This design comes from an exercise in tuning for small area, a short achievable clock period and few clock cycles on the open sky130 flow, not from production work.
RTL that was checked went through simulation tests only; none was proved equivalent to the original.
Power is estimated from default activity; no workload was simulated.

==> flow/design.v <==
module addsub16 (
	input  logic [15:0] a,
	input  logic [15:0] bb,
	input  logic        sub,
	output logic [15:0] s,
	output logic        zero);    
	logic [15:0] g0, p0, g1, p1, g2, p2, g3, p3, g4;
	logic [15:0] c;
	assign g0 = (a & bb) | {15'b0, (a[0] ^ bb[0]) & sub};
	assign p0 = a ^ bb;
	genvar i;
	generate
		for (i = 0; i < 16; i = i + 1) begin : pfx
			if (i >= 1) begin
				assign g1[i] = g0[i] | (p0[i] & g0[i-1]);
				assign p1[i] = p0[i] & p0[i-1];
			end else begin
				assign g1[i] = g0[i];
				assign p1[i] = p0[i];
			end
			if (i >= 2) begin
				assign g2[i] = g1[i] | (p1[i] & g1[i-2]);
				assign p2[i] = p1[i] & p1[i-2];
			end else begin
				assign g2[i] = g1[i];
				assign p2[i] = p1[i];
			end
			if (i >= 4) begin
				assign g3[i] = g2[i] | (p2[i] & g2[i-4]);
				assign p3[i] = p2[i] & p2[i-4];
			end else begin
				assign g3[i] = g2[i];
				assign p3[i] = p2[i];
			end
			if (i >= 8) assign g4[i] = g3[i] | (p3[i] & g3[i-8]);
			else        assign g4[i] = g3[i];
		end
	endgenerate
	assign c = {g4[14:0], sub};
	assign s = p0 ^ c;
	assign zero = ~|(p0 ^ {a[14:0] | bb[14:0], sub});
endmodule
module pcadd (
	input  logic [9:0] pc,
	input  logic [7:0] d,
	output logic [9:0] pc_inc,
	output logic [9:0] pc_jmp);
	assign pc_inc = pc + 10'd1;
	assign pc_jmp = pc + {2'b00, d};
endmodule
module neg16 (
	input  logic [15:0] a,
	output logic [15:0] n);
	logic [15:0] lo;    
	genvar i;
	generate
		for (i = 0; i < 16; i = i + 1) begin : b
			if (i == 0) assign lo[i] = 1'b0;
			else        assign lo[i] = |a[i-1:0];
		end
	endgenerate
	assign n = a ^ lo;
endmodule
module simplecpu (
	input  logic        rst,
	input  logic        clk,
	output logic [9:0]  pc,
	input  logic [15:0] inst,
	output logic [7:0]  d_addr,
	output logic        d_wr,
	output logic [15:0] d_wdata,
	input  logic [15:0] d_rdata,
	output logic        halted);
	logic [9:0]   pc_q;
	logic         f_halt;             
	logic [255:0] regs;               
	logic [15:0]  valid;              
	logic [15:0]  nz;                 
	logic         r_we, r_st, r_ld, r_not, r_loc, r_sub, r_halt;
	logic [3:0]   r_pa, r_qa, r_wa;
	logic [7:0]   r_d;
	logic         x_we, x_st, x_ld, x_not, x_alu, x_loc, x_sub, x_halt;
	logic [3:0]   x_wa;
	logic [15:0]  x_a, x_b;
	logic [3:0]  op, ra;
	logic [7:0]  d;
	logic        is_jmp, is_jmz, is_halt, stall, taken, hold;
	logic        x_zero;              
	assign op = inst[15:12];
	assign ra = inst[11:8];
	assign d  = inst[7:0];
	assign is_halt = op[3];
	assign is_jmp  = (op == 4'h7);
	assign is_jmz  = (op == 4'h5);
	logic [15:0] zflag;
	logic        r_hit, x_hit, r_known, z_ra, pc_step;
	logic [9:0]  pc_inc, pc_jmp;
	assign zflag   = ~nz;
	assign r_hit   = r_we & (r_wa == ra);
	assign x_hit   = x_we & (x_wa == ra);
	assign r_known = r_loc & ~r_ld & ~r_not & ~r_st;           
	assign z_ra    = r_hit ? (r_d == 8'h00) : x_hit ? x_zero : zflag[ra];
	assign stall   = is_jmz & r_hit & ~r_known;
	assign taken   = is_jmp | (is_jmz & z_ra);
	assign hold    = f_halt | is_halt | stall;
	pcadd pcadd (.pc(pc_q), .d(d), .pc_inc(pc_inc), .pc_jmp(pc_jmp));
	always_ff @(posedge clk) begin
		if (rst) begin
			pc_q   <= '0;
			f_halt <= 1'b0;
		end else begin
			if (~hold) pc_q <= taken ? pc_jmp : pc_inc;
			if (is_halt) f_halt <= 1'b1;
		end
	end
	logic f_ok;
	assign f_ok = ~f_halt & ~op[3];
	always_ff @(posedge clk) begin
		if (rst) begin
			r_we   <= 1'b0;
			r_st   <= 1'b0;
			r_halt <= 1'b0;
		end else begin
			r_we   <= f_ok & (op == 4'h0 || op == 4'h2 || op == 4'h3 || op == 4'h4 || op == 4'h6);
			r_st   <= f_ok & (op == 4'h1);
			r_halt <= f_halt | is_halt;
		end
	end
	always_ff @(posedge clk) begin
		r_ld  <= (op[2:0] == 3'h0);
		r_not <= (op[2:0] == 3'h6);
		r_loc <= (op[2:0] == 3'h3) | (op[2:0] == 3'h0) | (op[2:0] == 3'h1) | (op[2:0] == 3'h6);
		r_sub <= (op[2:0] == 3'h4);
		r_pa  <= (op[2:0] == 3'h1) ? ra : inst[7:4];
		r_qa  <= inst[3:0];
		r_wa  <= ra;
		r_d   <= d;
	end
	logic [15:0] w_data;              
	logic [15:0] p_rd, q_rd;
	assign p_rd = valid[r_pa] ? regs[16*r_pa +: 16] : 16'h0000;
	assign q_rd = valid[r_qa] ? regs[16*r_qa +: 16] : 16'h0000;
	always_ff @(posedge clk) begin
		if (rst) begin
			x_we   <= 1'b0;
			x_st   <= 1'b0;
			x_halt <= 1'b0;
		end else begin
			x_we   <= r_we;
			x_st   <= r_st;
			x_halt <= r_halt;
		end
	end
	always_ff @(posedge clk) begin
		x_ld  <= r_ld;
		x_not <= r_not;
		x_loc <= r_loc & ~r_ld & ~r_not;
		x_alu <= ~r_loc;
		x_sub <= r_sub;
		x_wa  <= r_wa;
		x_a   <= (x_we && x_wa == r_pa) ? w_data : p_rd;
		x_b   <= r_loc ? {8'h00, r_d} : {16{r_sub}} ^ ((x_we && x_wa == r_qa) ? w_data : q_rd);
	end
	logic [15:0] sum, neg;
	logic sum_zero;
	addsub16 alu (.a(x_a), .bb(x_b), .sub(x_sub), .s(sum), .zero(sum_zero));
	neg16 negu (.a(d_rdata), .n(neg));
	assign w_data = ({16{x_alu}} & sum) | ({16{x_ld}} & d_rdata) |
	                ({16{x_not}} & neg) | ({16{x_loc}} & x_b);
	assign x_zero = x_alu ? sum_zero : (x_ld | x_not) ? (d_rdata == 16'h0000) : (x_b[7:0] == 8'h00);
	always_ff @(posedge clk) begin
		if (rst) begin
			valid <= '0;
			nz    <= '0;
		end else if (x_we) begin
			valid[x_wa] <= 1'b1;
			nz[x_wa]    <= ~x_zero;
		end
	end
	genvar g;
	generate
		for (g = 0; g < 16; g = g + 1) begin : rf
			always_ff @(posedge clk)
				if (x_we && x_wa == g) regs[16*g +: 16] <= w_data;
		end
	endgenerate
	assign pc      = pc_q;
	assign d_addr  = x_b[7:0];
	assign d_wr    = x_st;
	assign d_wdata = x_a;
	assign halted  = x_halt;
endmodule
clock: 7.0 ns
lec_check: 0
cap_margin: 20
core_margin: 2
core_utilization: 40
cts_buf_list: sky130_fd_sc_hd__clkbuf_4
place_density: 0.6
setup_slack_margin: 3.6
slew_margin: 20
synth_hierarchical: 1
standard.sh (not shown) runs the stock make flow with config.mk's settings and CLKGATE_MAP_FILE= SYNTH_SCRIPT=/design/flow/synth_recipe.tcl, a recipe that flattens the netlist after the stock synthesis.
==> flow/flow/run.sh <==
#!/bin/bash
# Standard ORFS layout (the standard.sh, synthesis unchanged), except that the
# input/output port buffers are sky130_fd_sc_hd__buf_2 cells instead of the default
# pick (a slow delay buffer). ORFS keeps each step's log under orfs/logs/; make's
# own output goes to standard.log here.
set -euo pipefail
bash standard.sh "BUFFER_PORTS_ARGS=-buffer_cell sky130_fd_sc_hd__buf_2" finish > standard.log 2>&1
Edit:
Settings changed: CTS_BUF_LIST sky130_fd_sc_hd__clkbuf_4 to sky130_fd_sc_hd__clkbuf_8, CTS_CLUSTER_SIZE set to 30, SETUP_SLACK_MARGIN 3.6 to 4.1.
After rerunning: The changed run went through all stages and came out clean; non-clock buffer count came out higher by 24; flip-flop and latch count stays the same; synthesized area is unchanged; sequential power is about the same; global-route usage came out higher by 0.15 points; clock power came out higher by about 10%; clock skew came out lower by 0.026 ns; routed wire length came out higher by about 2.3%; combinational power came out higher by about 13%; power came out higher by about 6%.
Edit:
==> flow/run.sh (new file) <==
#!/bin/bash
# synth_recipe.tcl (not shown) runs the flow's synth.tcl, then flattens the netlist and writes it again
# the make line also repeats each setting of config.mk as NAME=value (left out here)
make -C /OpenROAD-flow-scripts/flow DESIGN_CONFIG=/design/flow/config.mk WORK_HOME=/design/flow/orfs CLKGATE_MAP_FILE= SYNTH_SCRIPT=/design/flow/synth_recipe.tcl finish
Settings changed: CTS_BUF_LIST sky130_fd_sc_hd__clkbuf_8 to not set, CTS_CLUSTER_SIZE 30 to not set, SETUP_SLACK_MARGIN 4.1 to 3.6.
removed: flow/flow/run.sh
removed: flow/standard.sh
The changed run finished with timing, DRC and antenna clean.
Final cell count went down by a few percent.
Sequential power barely changes.
Area after synthesis does not change.
Design area fell slightly.
Core utilization goes down by 0.80 points.
Setup slack loses 0.31 ns.
No run of this note included a check of the RTL's function; only the layout flow was run.

Setup of JK:
Starts from the design.v that is shown in full above.
clock: 7.0 ns
lec_check: 0
cap_margin: 20
core_margin: 2
core_utilization: 40
place_density: 0.6
setup_slack_margin: 3.6
slew_margin: 20
synth_hierarchical: 1
==> flow/flow/run.sh <==
#!/bin/bash
# Standard ORFS layout (the standard.sh, synthesis unchanged), except that the
# input/output port buffers are sky130_fd_sc_hd__buf_2 cells instead of the default
# pick (a slow delay buffer). ORFS keeps each step's log under orfs/logs/; make's
# own output goes to standard.log here.
set -euo pipefail
bash standard.sh "BUFFER_PORTS_ARGS=-buffer_cell sky130_fd_sc_hd__buf_2" finish > standard.log 2>&1
For MS, these inputs were changed with respect to JK:
Settings: changing SETUP_SLACK_MARGIN from 3.6 to 4.1.
### Flow results
Looking at JK and MS, the critical path required time is a wash. For MS, the worst setup path startpoint was d_rdata[11], unlike JK, where it was x_a[0]$_DFF_P_. The count of clock-buffer cells in the layout of MS falls short of that of JK by 9.6%. Compared with JK, MS instantiates a larger number of cells. No run among JK and MS stopped early or left any final violation; all are clean. in -> reg as the startpoint-to-endpoint class of the critical path was reported by MS, and reg -> reg by JK. Of MS and JK, it is MS that has the higher worst hold slack.
No functional check of the RTL was part of any run of this note.

## run a
simplecpu, a different RTL version from the one above (not shown whole).
Size: about 1400 cells after synthesis, ~370 flip-flops, about 70 I/O pins, roughly 19000 sq um of cells after synthesis.
==> flow/config.mk <==
export PLATFORM = sky130hd
export DESIGN_NAME = simplecpu
export DESIGN_NICKNAME = simplecpu
export VERILOG_FILES = /design/flow/design.v
export SDC_FILE = /design/flow/constraint.sdc
export NUM_CORES = 4
export LEC_CHECK = 0
export CAP_MARGIN = 20
export CORE_MARGIN = 2
export CORE_UTILIZATION = 40
export PLACE_DENSITY = 0.6
export SETUP_SLACK_MARGIN = 4.3
export SLEW_MARGIN = 20
export SYNTH_HIERARCHICAL = 1
==> flow/constraint.sdc <==
create_clock -name core_clock -period 7.0 [get_ports {clk}]
set_input_delay 1.4000 -clock core_clock [delete_from_list [all_inputs] [get_ports {clk}]]
set_output_delay 1.4000 -clock core_clock [all_outputs]
set_load 0.01 [all_outputs]
run.sh (not shown) runs the stock make flow with config.mk's settings and CLKGATE_MAP_FILE= SYNTH_SCRIPT=/design/flow/synth_recipe.tcl, a recipe that flattens the netlist after the stock synthesis.
Stock flow here: none of the scripts above is used.
Run a completed end to end with timing, DRC and antenna clean.
Input-level comparison between run b and run a:
# run a
export LEC_CHECK = 0
export CAP_MARGIN = 20
export CORE_MARGIN = 2
export CORE_UTILIZATION = 40
export PLACE_DENSITY = 0.6
export SETUP_SLACK_MARGIN = 4.3
export SLEW_MARGIN = 20
export SYNTH_HIERARCHICAL = 1
create_clock -name core_clock -period 7.0 [get_ports {clk}]
# run b
export LEC_CHECK = 0
export CAP_MARGIN = 20
export CORE_MARGIN = 2
export CORE_UTILIZATION = 40
export PLACE_DENSITY = 0.6
export SETUP_SLACK_MARGIN = 3.5
export SLEW_MARGIN = 20
export SYNTH_HIERARCHICAL = 1
create_clock -name core_clock -period 7.0 [get_ports {clk}]
### Flow results
- Total number of placement rows came out exactly the same in run b and run a.
- Compared with run a, in run b total design power dropped 2.2%, register area dropped about 0.5%, count of vias placed by the detailed router dropped 518, fraction of power consumed by combinational cells dropped 2.3 points.
- For run b, the slowest library cell on the worst path was sky130_fd_sc_hd__mux4_2, unlike run a, where it was sky130_fd_sc_hd__dfxtp_4.
Function was not checked in any run of this note: the RTL went through the layout flow alone.

Another version of the RTL of simplecpu (not shown whole).
Size: about 1,400 cells after synthesis, roughly 70 I/O pins, about 18,000 um2 of cells after synthesis.
==> flow/design.v (excerpt) <==
module simplecpu (
	input  logic        rst,
	input  logic        clk,
	output logic [9:0]  pc,
	input  logic [15:0] inst,
	output logic [7:0]  d_addr,
	output logic        d_wr,
	output logic [15:0] d_wdata,
	input  logic [15:0] d_rdata,
	output logic        halted);
export LEC_CHECK = 0
export CAP_MARGIN = 20
export CORE_MARGIN = 2
export CORE_UTILIZATION = 60
export PLACE_DENSITY = 0.75
export SETUP_SLACK_MARGIN = 4.1
export SLEW_MARGIN = 20
export SYNTH_HIERARCHICAL = 1
create_clock -name core_clock -period 7.0 [get_ports {clk}]
standard.sh (not shown) runs the stock make flow with config.mk's settings and CLKGATE_MAP_FILE= SYNTH_SCRIPT=/design/flow/synth_recipe.tcl, a recipe that flattens the netlist after the stock synthesis.
Scripts as last shown in full above: flow/flow/run.sh
Testbench counts at the start, summed over its fixed seeds: cycles 74,821.
==> next run, changes <==
Settings changed: CORE_UTILIZATION 60 to 40, PLACE_DENSITY 0.75 to 0.6, SETUP_SLACK_MARGIN 4.1 to 4.3.
=> Hold slack is about the same. Setup slack gets better by 5.2 ps. Via count drops by 0.85%. Wire length is higher by 5.7%. First-iteration DRC count shrinks by 14%. Utilization falls by 21 points. Maximum frequency is about the same. Non-clock buffer count climbs by 23. Total power rises by 1.6%.
==> next run, changes <==
Settings changed: SETUP_SLACK_MARGIN 4.3 to 4.1.
=> Register-to-register slack is worse by 170 ps; first-iteration DRC count drops by a little under a tenth; wire length drops slightly; maximum frequency hardly moves; hold slack barely changes; worst setup slack is worse by 4.5 ps; non-clock buffer count drops by 18; combinational power drops by roughly a tenth.

simplecpu, a different RTL version from the one above (not shown whole).
Size: roughly 70 I/O pins, ~0.018 mm² of cells after synthesis.
// simplecpu
module simplecpu (
	input  logic        rst,
	input  logic        clk,
	output logic [9:0]  pc,
	input  logic [15:0] inst,
	output logic [7:0]  d_addr,
	output logic        d_wr,
	output logic [15:0] d_wdata,
	input  logic [15:0] d_rdata,
	output logic        halted);
clock: 7.0 ns
lec_check: 0
cap_margin: 20
core_margin: 2
core_utilization: 60
place_density: 0.75
setup_slack_margin: 4.3
slew_margin: 20
synth_hierarchical: 1
Scripts as last shown in full above: flow/flow/run.sh
Rerun with:
SETUP_SLACK_MARGIN = 3.9   (was 4.3)
Result:
- The new run completed with no timing, DRC or antenna violations
- count of clock-buffer cells in the layout grows by 2
- first-iteration DRC count shrinks by about 13%
- wire length shrinks by 2.2%
- total power shrinks by about 0.65%
- setup slack degrades by 240 ps
- non-clock buffer count shrinks by 13
- final cell count shrinks by 0.62%
- synthesized area is unchanged
Function was not checked in any run of this note: the RTL went through the layout flow alone.

simplecpu, a different RTL version from the one above (not shown whole).
For scale: ~1400 cells after synthesis, about 70 I/O pins.
export LEC_CHECK = 0
export CAP_MARGIN = 20
export CORE_MARGIN = 2
export CORE_UTILIZATION = 60
export PLACE_DENSITY = 0.75
export SETUP_SLACK_MARGIN = 4.5
export SLEW_MARGIN = 20
export SYNTH_HIERARCHICAL = 1
create_clock -name core_clock -period 7.0 [get_ports {clk}]
Scripts as last shown in full above: flow/flow/run.sh
The baseline completed with no timing, DRC or antenna violations.
Testbench counts at the start, summed over its fixed seeds: cycles 74,821.
Rerun with:
SETUP_SLACK_MARGIN = 4.3   (was 4.5)
Outcome:
- The changed run finished clean
- power shrinks by about 3%
- utilization falls by 3.1 points
- wire length drops by 1.6%
- final cell count drops by about 1.7%

simplecpu, a different RTL version from the one above (not shown whole).
For scale: roughly 1400 cells after synthesis, about 70 I/O pins, ~18000 sq um of cells after synthesis.
export LEC_CHECK = 0
export CAP_MARGIN = 20
export CORE_MARGIN = 2
export CORE_UTILIZATION = 60
export CTS_CLUSTER_DIAMETER = 150
export CTS_CLUSTER_SIZE = 30
export PLACE_DENSITY = 0.75
export SETUP_SLACK_MARGIN = 4.2
export SLEW_MARGIN = 20
export SYNTH_HIERARCHICAL = 1
create_clock -name core_clock -period 7.0 [get_ports {clk}]
Scripts as last shown in full above: flow/flow/run.sh
Testbench counts at the start, summed over its fixed seeds: cycles 74,821.
Change:
- CORE_UTILIZATION: 60 -> 75
- PLACE_DENSITY: 0.75 -> 0.85
- SETUP_SLACK_MARGIN: 4.2 -> 4.3
What happened: The new run ran to the end with no violations. Routed wire length rose by 0.95%. Design area goes up by 0.39%. Setup slack is better by 0.065 ns. Non-clock buffer count increases by 5. Total power goes down by 0.39%. Critical path depth stays the same.
Change:
- CORE_UTILIZATION: 75 -> 60
- PLACE_DENSITY: 0.85 -> 0.75
- TNS_END_PERCENT: default -> 30
Outcome: Hold slack degrades by 0.0087 ns; total power goes up by about 0.6%; combinational power falls by about 1%; count of clock-buffer cells in the layout is unchanged.
Change:
- CAP_MARGIN: 20 -> 5
- SLEW_MARGIN: 20 -> 5
- TNS_END_PERCENT: 30 -> default
The new run completed with no timing, DRC or antenna violations.
Worst setup slack gets better by 0.12 ns.
Power stays flat.
Sequential share of layout area is about the same.
Utilization hardly moves.
Routed wire length falls by 0.87%.

==> what the ideal ports hide <==
The results above use ideal ports. As a check the final layouts listed here were re-extracted and re-timed, cells and wires unchanged.
Step 1 (the two cells are an assumption about what drives the block):
set clk [get_ports {clk}]
set_driving_cell -lib_cell sky130_fd_sc_hd__clkbuf_16 $clk
set_driving_cell -lib_cell sky130_fd_sc_hd__buf_2 [delete_from_list [all_inputs] $clk]
Step 2 adds t to the input delays and takes it off the output delays; t is the mean of the earliest and latest rising clock arrival at the registers after step 1. Input paths then give back, and output paths get back, about the clock's delay inside the block.
Slacks: ideal ports / drivers / drivers and shift; pairs: ideal ports / drivers.
| run | t, ns | setup WS [ns] | latest minus earliest clock arrival (ns) | slew at the worst register clock pin (ns) |
|---|---|---|---|---|
| the first run of note 1 | 0.830 | 3.742 / 3.742 / 3.223 | 0.057 / 0.058 | 0.08 / 0.08 |
| the second run of note 1 | 0.665 | 3.978 / 3.983 / 3.318 | 0.028 / 0.028 | 0.07 / 0.07 |
| the third run of note 1 | 0.587 | 3.670 / 3.700 / 3.114 | 0.023 / 0.023 | 0.07 / 0.07 |
| JK | 0.593 | 3.700 / 3.700 / 3.248 | 0.017 / 0.017 | 0.06 / 0.06 |
| MS | 0.591 | 3.976 / 3.990 / 3.399 | 0.016 / 0.017 | 0.07 / 0.07 |
| run a | 0.601 | 3.745 / 3.745 / 3.209 | 0.023 / 0.023 | 0.06 / 0.06 |
| run b | 0.587 | 3.563 / 3.579 / 3.006 | 0.011 / 0.011 | 0.06 / 0.06 |
| the first run of note 4 | 0.589 | 4.145 / 4.091 / 3.674 | 0.038 / 0.038 | 0.07 / 0.07 |
| the second run of note 4 | 0.589 | 4.150 / 4.096 / 3.778 | 0.019 / 0.019 | 0.06 / 0.06 |
| the third run of note 4 | 0.591 | 4.145 / 4.090 / 3.694 | 0.011 / 0.011 | 0.07 / 0.07 |
| the first run of note 5 | 0.592 | 4.237 / 4.212 / 3.640 | 0.023 / 0.022 | 0.06 / 0.06 |
| the second run of note 5 | 0.587 | 3.996 / 3.999 / 3.440 | 0.020 / 0.020 | 0.06 / 0.06 |
| the first run of note 6 | 0.579 | 4.387 / 4.359 / 3.797 | 0.009 / 0.009 | 0.06 / 0.06 |
| the second run of note 6 | 0.586 | 4.345 / 4.289 / 3.804 | 0.017 / 0.018 | 0.06 / 0.06 |
| the first run of note 7 | 0.583 | 4.225 / 4.171 / 3.755 | 0.034 / 0.034 | 0.12 / 0.12 |
| the second run of note 7 | 0.556 | 4.291 / 4.242 / 3.827 | 0.025 / 0.024 | 0.11 / 0.11 |
| the third run of note 7 | 0.582 | 4.240 / 4.189 / 3.797 | 0.036 / 0.036 | 0.12 / 0.12 |
| the fourth run of note 7 | 0.578 | 4.361 / 4.308 / 3.884 | 0.037 / 0.037 | 0.12 / 0.12 |
After both steps every run listed still meets setup and hold. For the second run of note 1, which loses most, drivers alone change the setup slack by +0.005 ns; drivers and shift together by -0.660 ns.
